This is an optimization exercise on Yosys and OpenROAD, whose aim is small area, not a production implementation. RTL that was checked went through simulation tests only; none was proved equivalent to the original.

==> run X: inputs <==
## VS_LR_TOP
module VS_LR_TOP(
    input CLK,
    input SYS_NRST,
    input BTN_0,
    input BTN_1,
    input UART_RXD,
    output UART_TXD
    );
Settings: LEC_CHECK=0, CAP_MARGIN=20, CORE_MARGIN=2, CORE_UTILIZATION=40, CTS_BUF_LIST=sky130_fd_sc_hd__clkbuf_8, PLACE_DENSITY=0.6, SLEW_MARGIN=20; clock period 10.0 ns.
run.sh (not shown) runs the stock make flow with config.mk's settings and CLKGATE_MAP_FILE= SYNTH_SCRIPT=/design/flow/synth_recipe.tcl, a recipe that flattens the netlist after the stock synthesis.
==> run F (differences from run X) <==
--- a/flow/design.v
+++ b/flow/design.v
@@ -36,40 +36,41 @@
     else if (tick) begin
         if (C1[2] & C1[1]) begin B1 <= BTN_1; C1 <= 3'd0; end
         else C1 <= C1 + 1'b1;
     end
 reg [4:0] CNT;
 reg TXON;            
 reg RSP;             
-reg [7:0] T;         
+reg [5:0] T;         
 reg [3:0] I;         
 reg TXD;             
 reg NB;              
 reg [7:0] D;         
 reg PE, FE;          
 reg BR;              
 reg [83:0] ACC;
 reg [83:0] NR;
 assign UART_TXD = TXD;
-wire t_end = (T == 8'd159);
-wire t_mid = (T == 8'd79);
+wire tick4 = (P[1:0] == 2'b11);
+wire t_end = tick4 & (T == 6'd39);
+wire t_mid = tick4 & (T == 6'd19);
 wire [1:0] sel = {FE ^ B0, PE ^ B1};
 wire err = sel[1] | sel[0];
 wire [3:0] lo = D[3:0];
 wire [3:0] hi = D[7:4];
 wire is_dig = (hi == 4'h3) & (lo <= 4'h9);
 wire is_let = ((hi == 4'h4) | (hi == 4'h6)) & (lo != 4'h0) & (lo <= 4'h6);
 wire is_hex = is_dig | is_let;
 wire is_cr = (D == 8'h0D);
 wire is_lf = (D == 8'h0A);
 wire [3:0] hval = D[6] ? {1'b1, lo[2] | (lo[1] & lo[0]), lo[1] ^ lo[0], ~lo[0]} : lo;
 wire ch_ok = (CNT[4:3] != 2'b11) ? is_hex :
              CNT[0] ? is_cr : is_lf;           
-wire rx_act = ~TXON & ((I != 4'd0) | (T != 8'd0));
-wire rx_done = rx_act & UART_RXD & ((I == 4'd11 & t_mid) | (I == 4'd12));
+wire rx_act = ~TXON & ((I != 4'd0) | (T != 6'd0));
+wire rx_done = rx_act & UART_RXD & ((I == 4'd11 & t_mid) | (I == 4'd12 & tick4));
 wire win = (P[6:2] == CNT);
 wire win0 = win & (P[1:0] == 2'b00);
 wire mch_0 = (CNT[0] & CNT[1] & CNT[3] & CNT[4]) | (~CNT[0] & ~CNT[1] & CNT[3] & ~RSP) | (CNT[0] & ~CNT[2] & ~CNT[3]) | (CNT[0] & ~CNT[2] & RSP) | (CNT[1] & ~CNT[2] & RSP) | (~CNT[0] & ~CNT[3] & RSP) | (CNT[0] & CNT[1] & ~CNT[3] & ~CNT[4]) | (CNT[0] & CNT[2] & CNT[3] & sel[0]) | (~CNT[1] & ~CNT[2] & ~CNT[3] & ~sel[0]) | (~CNT[0] & ~CNT[2] & ~CNT[4] & ~sel[0]) | (~CNT[1] & ~CNT[2] & ~CNT[4] & sel[0]);
 wire mch_1 = (~CNT[0] & CNT[1] & CNT[3] & CNT[4]) | (~CNT[0] & CNT[1] & ~CNT[3] & ~RSP) | (~CNT[1] & CNT[3] & CNT[4] & ~RSP) | (~CNT[0] & CNT[2] & CNT[3] & CNT[4]) | (CNT[1] & ~CNT[3] & CNT[4] & ~sel[0] & ~RSP) | (~CNT[0] & ~CNT[1] & CNT[2] & ~CNT[3] & ~sel[0]) | (CNT[0] & CNT[1] & ~CNT[2] & ~CNT[4] & sel[0]) | (~CNT[0] & CNT[1] & ~CNT[2] & sel[0] & sel[1]) | (CNT[1] & CNT[2] & ~CNT[3] & CNT[4] & ~RSP);
 wire mch_2 = (CNT[0] & CNT[1] & CNT[3] & CNT[4]) | (~CNT[0] & ~CNT[1] & ~CNT[2] & CNT[3]) | (CNT[1] & ~CNT[3] & RSP) | (CNT[0] & ~CNT[1] & CNT[2] & ~CNT[4]) | (CNT[0] & ~CNT[2] & RSP) | (CNT[0] & CNT[1] & CNT[3] & ~sel[0]) | (CNT[0] & ~CNT[2] & ~CNT[3] & ~sel[0]) | (~CNT[1] & ~CNT[4] & sel[0] & sel[1]) | (~CNT[0] & ~CNT[1] & CNT[2] & ~CNT[3] & ~sel[0]) | (~CNT[0] & ~CNT[1] & ~CNT[2] & sel[0]) | (~CNT[0] & ~CNT[2] & ~CNT[4] & sel[0] & ~sel[1]);
 wire mch_3 = (CNT[1] & CNT[2] & CNT[3] & CNT[4]) | (~CNT[0] & CNT[1] & CNT[2] & CNT[4]) | (~CNT[0] & ~CNT[1] & ~CNT[2] & CNT[3] & CNT[4]) | (CNT[0] & ~CNT[2] & ~CNT[3] & ~sel[0]) | (CNT[0] & ~CNT[1] & ~CNT[2] & ~CNT[3]) | (CNT[0] & CNT[1] & CNT[2] & CNT[3] & sel[0]) | (CNT[0] & ~CNT[1] & ~CNT[2] & ~CNT[4] & sel[0]);
 wire mch_4 = (~CNT[0] & CNT[1] & ~CNT[2] & CNT[4]) | (CNT[0] & CNT[1] & CNT[3] & ~CNT[4]) | (CNT[0] & ~CNT[1] & CNT[3] & CNT[4]) | (CNT[0] & CNT[1] & CNT[2] & ~CNT[3] & CNT[4]) | (~CNT[0] & CNT[1] & ~CNT[3] & ~RSP) | (~CNT[1] & CNT[2] & CNT[3] & CNT[4]) | (~CNT[0] & ~CNT[2] & ~CNT[4] & sel[0]) | (~CNT[1] & ~CNT[3] & ~CNT[4]) | (~CNT[0] & ~CNT[1] & ~CNT[3] & sel[0]) | (~CNT[0] & ~CNT[1] & ~CNT[2] & ~CNT[4]) | (CNT[0] & ~CNT[4] & sel[0] & ~sel[1]);
@@ -93,98 +94,71 @@
         4'd5: g = tch[5];
         4'd6: g = tch[6];
         4'd7: g = 1'b0;
         4'd8: g = ^tch;
         4'd11: g = (CNT == 5'd30);
         default: g = 1'b1;
     endcase
+wire i0 = (I == 4'd0);
+wire c29 = (CNT == 5'd29);
+wire i11 = (I == 4'd11);
+wire i12 = (I == 4'd12);
+wire c30 = (CNT == 5'd30);
+wire ok = ~err & ch_ok;                      
+wire rx_err = rx_done & ~ok;                 
+wire frame_end = TXON & t_end & i11;         
+wire tx_done = frame_end & c30;              
+wire res_go = RSP & ~TXON & pwrap & c29;     
+wire t_go = TXON | (~RSP & ~rx_done & ~i12 & ~(i0 & UART_RXD & ((T == 6'd0) | t_mid)));
+wire [5:0] T_n = (t_go & ~t_end) ? T + tick4 : 6'd0;
+wire [3:0] I_n = (rx_done | frame_end) ? 4'd0 : (t_end & ~i12) ? I + 1'b1 : I;
+reg [4:0] CNT_n;
+always @(*) begin
+    CNT_n = CNT;
+    if (TXON) begin
+        if (frame_end) CNT_n = c30 ? 5'd20 : msg_last ? 5'd31 : CNT - 1'b1;
+    end
+    else if (RSP) begin
+        if (pwrap) CNT_n = CNT - 1'b1;           
+    end
+    else if (c29) begin
+        if (pwrap) CNT_n = 5'd20;                
+    end
+    else if (rx_done) CNT_n = ~ok ? err_start : c30 ? CNT : CNT - 1'b1;
+end
 always @(posedge CLK, negedge SYS_NRST)
     if (!SYS_NRST) begin
         CNT <= 5'd29;
         TXON <= 1'b0;
         RSP <= 1'b0;
-        T <= 8'd0;
+        T <= 6'd0;
         I <= 4'd0;
         TXD <= 1'b1;
     end
-    else if (TXON) begin
-        T <= t_end ? 8'd0 : T + 1'b1;
-        if (t_end) begin
-            TXD <= NB;
-            if (I == 4'd11) begin
-                I <= 4'd0;
-                if (CNT == 5'd30) begin
-                    TXON <= 1'b0;
-                    RSP <= 1'b0;
-                    CNT <= 5'd20;
-                end
-                else if (msg_last) CNT <= 5'd31;
-                else CNT <= CNT - 1'b1;
-            end
-            else I <= I + 1'b1;
-        end
-    end
     else begin
-        if (CNT == 5'd29 & ~RSP & pwrap) CNT <= 5'd20;   
-        if (RSP) begin
-            if (pwrap) begin
-                CNT <= CNT - 1'b1;
-                if (CNT == 5'd29) begin
-                    TXON <= 1'b1;
-                    TXD <= 1'b0;
-                end
-            end
-        end
-        else if (!rx_act) begin
-            if (!UART_RXD) T <= 8'd1;
-        end
-        else if (rx_done) begin
-            T <= 8'd0;
-            I <= 4'd0;
-            if (!err & ch_ok) begin
-                if (CNT == 5'd30) RSP <= 1'b1;
-                else CNT <= CNT - 1'b1;
-            end
-            else begin
-                TXON <= 1'b1;
-                CNT <= err_start;
-                TXD <= 1'b0;
-            end
-        end
-        else if (I == 4'd12) begin
-            T <= 8'd0;
-        end
-        else begin
-            T <= t_end ? 8'd0 : T + 1'b1;
-            if (t_end) I <= I + 1'b1;
-            if (t_mid) begin
-                if (I == 4'd0) begin
-                    if (UART_RXD) T <= 8'd0;     
-                end
-                else if (I == 4'd11) begin
-                    I <= 4'd12;                   
-                    T <= 8'd0;
-                end
-            end
-        end
+        T <= T_n;
+        I <= I_n;
+        CNT <= CNT_n;
+        TXON <= TXON ? ~tx_done : (rx_err | res_go);
+        RSP <= RSP ? ~tx_done : (rx_done & ok & c30);
+        TXD <= (rx_err | res_go) ? 1'b0 : (TXON & t_end) ? NB : TXD;
     end
 always @(posedge CLK) begin
     if (rx_act & t_mid) begin
         if ((I != 4'd0) & (I <= 4'd8)) D <= {UART_RXD, D[7:1]};
         if (I == 4'd0) begin
             PE <= 1'b0;
             FE <= 1'b0;
         end
         if ((I != 4'd0) & (I <= 4'd9)) PE <= PE ^ UART_RXD;   
         if (I >= 4'd10) FE <= FE | ~UART_RXD;  
     end
 end
 always @(posedge CLK)
     if (~digit | win0) NB <= g;
-wire c29 = (CNT == 5'd29);
 wire sub = c29 & RSP;      
 wire init = c29 & ~RSP;    
 wire a0 = ACC[0];
 wire n0 = NR[0];
 wire diff = a0 ^ n0 ^ BR;
 wire bout = (~a0 & n0) | (~a0 & BR) | (n0 & BR);
 always @(posedge CLK) begin
==> flow/flow/run.sh (new file) <==
#!/bin/bash
# Own layout flow: the standard flow (standard.sh) with these changes:
#  - synthesis: the standard script (synth_recipe.tcl) except that abc maps
#    the combinational logic with flow/area.script (flow/synth_area.tcl)
#  - clock tree: no dummy loads, clkbuf_4 buffers, sink clusters of 12
#  - port buffers: buf_1 (the standard flow picks a delay cell)
# Floorplan, power grid, placement and routing are the standard ones.
# make's output goes to standard.log; each tool's log is in orfs/logs/.
set -euo pipefail
W=$PWD
sed "s|SYNTH_SCRIPT=[^ ]*|SYNTH_SCRIPT=$W/flow/synth_area.tcl|" standard.sh > my_standard.sh
grep -q "SYNTH_SCRIPT=$W/flow/synth_area.tcl" my_standard.sh
export AREA_ABC_SCRIPT="$W/flow/area.script"
export CTS_ARGS="-sink_clustering_enable -repair_clock_nets -dont_use_dummy_load -buf_list sky130_fd_sc_hd__clkbuf_4 -sink_clustering_size 12 -sink_clustering_max_diameter 40"
export BUFFER_PORTS_ARGS="-buffer_cell sky130_fd_sc_hd__buf_1"
bash my_standard.sh > standard.log 2>&1
==> flow/flow/area.script (new file) <==
&get -n
&st
&deepsyn -T 60
&dch -f
&nf -R 1000 -p -F 8 -A 4 -a
&put
topo
stime -c
dnsize -c
==> flow/flow/synth_area.tcl (new file) <==
# synth_recipe.tcl (the standard synthesis) with one change: the final abc
# mapping of the combinational logic uses flow/area.script (area-oriented)
# instead of ORFS's speed script.  Registers, passes, flattening and renaming
# are as in the standard synthesis.
proc synth {args} { yosys synth -nofsm -noshare {*}$args }
proc abc {args} {
  set i [lsearch -exact $args -script]
  if { $i >= 0 } { lset args [expr {$i + 1}] $::env(AREA_ABC_SCRIPT) }
  yosys abc {*}$args
}
source $::env(SCRIPTS_DIR)/synth.tcl
# left out here: clear keep_hierarchy, flatten, clean up, hide names made inside functions, write 1_2_yosys.v
==> flow/standard.sh (new file) <==
#!/bin/bash
# synth_recipe.tcl (not shown) runs the flow's synth.tcl, then flattens the netlist and writes it again
# the make line also repeats each setting of config.mk as NAME=value (left out here)
make -C /OpenROAD-flow-scripts/flow DESIGN_CONFIG=/design/flow/config.mk WORK_HOME=/design/flow/orfs CLKGATE_MAP_FILE= SYNTH_SCRIPT=/design/flow/synth_recipe.tcl "${@:-finish}"
- CTS_BUF_LIST: sky130_fd_sc_hd__clkbuf_8 -> unset
removed: flow/run.sh
==> run H (differences from run X) <==
--- a/flow/design.v
+++ b/flow/design.v
@@ -93,98 +93,71 @@
         4'd5: g = tch[5];
         4'd6: g = tch[6];
         4'd7: g = 1'b0;
         4'd8: g = ^tch;
         4'd11: g = (CNT == 5'd30);
         default: g = 1'b1;
     endcase
+wire i0 = (I == 4'd0);
+wire c29 = (CNT == 5'd29);
+wire i11 = (I == 4'd11);
+wire i12 = (I == 4'd12);
+wire c30 = (CNT == 5'd30);
+wire ok = ~err & ch_ok;                      
+wire rx_err = rx_done & ~ok;                 
+wire frame_end = TXON & t_end & i11;         
+wire tx_done = frame_end & c30;              
+wire res_go = RSP & ~TXON & pwrap & c29;     
+wire t_go = TXON | (~RSP & ~rx_done & ~i12 & ~(i0 & UART_RXD & ((T == 8'd0) | t_mid)));
+wire [7:0] T_n = (t_go & ~t_end) ? T + 1'b1 : 8'd0;
+wire [3:0] I_n = (rx_done | frame_end) ? 4'd0 : (t_end & ~i12) ? I + 1'b1 : I;
+reg [4:0] CNT_n;
+always @(*) begin
+    CNT_n = CNT;
+    if (TXON) begin
+        if (frame_end) CNT_n = c30 ? 5'd20 : msg_last ? 5'd31 : CNT - 1'b1;
+    end
+    else if (RSP) begin
+        if (pwrap) CNT_n = CNT - 1'b1;           
+    end
+    else if (c29) begin
+        if (pwrap) CNT_n = 5'd20;                
+    end
+    else if (rx_done) CNT_n = ~ok ? err_start : c30 ? CNT : CNT - 1'b1;
+end
 always @(posedge CLK, negedge SYS_NRST)
     if (!SYS_NRST) begin
         CNT <= 5'd29;
         TXON <= 1'b0;
         RSP <= 1'b0;
         T <= 8'd0;
         I <= 4'd0;
         TXD <= 1'b1;
     end
-    else if (TXON) begin
-        T <= t_end ? 8'd0 : T + 1'b1;
-        if (t_end) begin
-            TXD <= NB;
-            if (I == 4'd11) begin
-                I <= 4'd0;
-                if (CNT == 5'd30) begin
-                    TXON <= 1'b0;
-                    RSP <= 1'b0;
-                    CNT <= 5'd20;
-                end
-                else if (msg_last) CNT <= 5'd31;
-                else CNT <= CNT - 1'b1;
-            end
-            else I <= I + 1'b1;
-        end
-    end
     else begin
-        if (CNT == 5'd29 & ~RSP & pwrap) CNT <= 5'd20;   
-        if (RSP) begin
-            if (pwrap) begin
-                CNT <= CNT - 1'b1;
-                if (CNT == 5'd29) begin
-                    TXON <= 1'b1;
-                    TXD <= 1'b0;
-                end
-            end
-        end
-        else if (!rx_act) begin
-            if (!UART_RXD) T <= 8'd1;
-        end
-        else if (rx_done) begin
-            T <= 8'd0;
-            I <= 4'd0;
-            if (!err & ch_ok) begin
-                if (CNT == 5'd30) RSP <= 1'b1;
-                else CNT <= CNT - 1'b1;
-            end
-            else begin
-                TXON <= 1'b1;
-                CNT <= err_start;
-                TXD <= 1'b0;
-            end
-        end
-        else if (I == 4'd12) begin
-            T <= 8'd0;
-        end
-        else begin
-            T <= t_end ? 8'd0 : T + 1'b1;
-            if (t_end) I <= I + 1'b1;
-            if (t_mid) begin
-                if (I == 4'd0) begin
-                    if (UART_RXD) T <= 8'd0;     
-                end
-                else if (I == 4'd11) begin
-                    I <= 4'd12;                   
-                    T <= 8'd0;
-                end
-            end
-        end
+        T <= T_n;
+        I <= I_n;
+        CNT <= CNT_n;
+        TXON <= TXON ? ~tx_done : (rx_err | res_go);
+        RSP <= RSP ? ~tx_done : (rx_done & ok & c30);
+        TXD <= (rx_err | res_go) ? 1'b0 : (TXON & t_end) ? NB : TXD;
     end
 always @(posedge CLK) begin
     if (rx_act & t_mid) begin
         if ((I != 4'd0) & (I <= 4'd8)) D <= {UART_RXD, D[7:1]};
         if (I == 4'd0) begin
             PE <= 1'b0;
             FE <= 1'b0;
         end
         if ((I != 4'd0) & (I <= 4'd9)) PE <= PE ^ UART_RXD;   
         if (I >= 4'd10) FE <= FE | ~UART_RXD;  
     end
 end
 always @(posedge CLK)
     if (~digit | win0) NB <= g;
-wire c29 = (CNT == 5'd29);
 wire sub = c29 & RSP;      
 wire init = c29 & ~RSP;    
 wire a0 = ACC[0];
 wire n0 = NR[0];
 wire diff = a0 ^ n0 ^ BR;
 wire bout = (~a0 & n0) | (~a0 & BR) | (n0 & BR);
 always @(posedge CLK) begin
==> flow/flow/run.sh (new file) <==
#!/bin/bash
# Own layout flow: the standard flow (standard.sh, unchanged synthesis,
# floorplan, power grid, placement, routing), with two settings changed:
#  - clock tree: no dummy loads, clkbuf_8 leaf buffers, sink clusters of 20
#  - port buffers: buf_1 (the standard flow picks a delay cell)
# Each tool's full output goes to standard.log (make) and the ORFS logs in
# orfs/logs/.
set -euo pipefail
export CTS_ARGS="-sink_clustering_enable -repair_clock_nets -dont_use_dummy_load -buf_list sky130_fd_sc_hd__clkbuf_4 -sink_clustering_size 12 -sink_clustering_max_diameter 40"
export BUFFER_PORTS_ARGS="-buffer_cell sky130_fd_sc_hd__buf_1"
bash standard.sh > standard.log 2>&1
==> flow/standard.sh (new file) <==
#!/bin/bash
# synth_recipe.tcl (not shown) runs the flow's synth.tcl, then flattens the netlist and writes it again
# the make line also repeats each setting of config.mk as NAME=value (left out here)
make -C /OpenROAD-flow-scripts/flow DESIGN_CONFIG=/design/flow/config.mk WORK_HOME=/design/flow/orfs CLKGATE_MAP_FILE= SYNTH_SCRIPT=/design/flow/synth_recipe.tcl "${@:-finish}"
- CTS_BUF_LIST: sky130_fd_sc_hd__clkbuf_8 -> unset
removed: flow/run.sh
==> run summary <==
- Flip-flop and latch count is the same in run X and run H.
- Synthesized cell count: run X is higher than run H (9.8%).
- Non-clock buffer count is the same in run H and run X.
- The lowest critical path depth belongs to run X, the highest to run F.
- The lowest setup slack belongs to run F, the highest to run H.
- Hold slack, highest first: run X, run F, run H.
- First-iteration DRC count: run X > run H > run F.
- Of run X and run F, run X has the higher cell count (gap about 20%, measured against run F).
- Global-route usage: run F < run H < run X.
- Via count: run X > run H > run F.
No functional check of the RTL was part of run X.

## re-timing with driven ports
Ports are ideal in the flow. The routed layouts listed here were re-timed in OpenROAD. Step 1 assumes that a clkbuf_16 drives the clock port and a buf_2 every other input. Step 2 moves the port delays by t, midway between the first and last clock arrival at a register: inputs arrive t later, outputs are due t later. That takes back most of the time a late clock gives input paths. a / b / c = no drivers / after step 1 / after step 2; a / b = the first two.
| run | shift t [ns] | setup WS [ns] | hold WS [ns] |
|---|---|---|---|
| run X | 0.556 | 6.391 / 6.351 / 5.859 | 0.319 / 0.319 / 0.319 |
| run F | 0.617 | 6.030 / 6.030 / 6.030 | 0.302 / 0.302 / 0.302 |
| run H | 0.609 | 6.663 / 6.663 / 6.575 | 0.300 / 0.300 / 0.300 |
After both steps every run listed still meets setup and hold. The setup slack of run X, which loses most, moves by -0.040 ns with the drivers and by -0.532 ns with both steps.
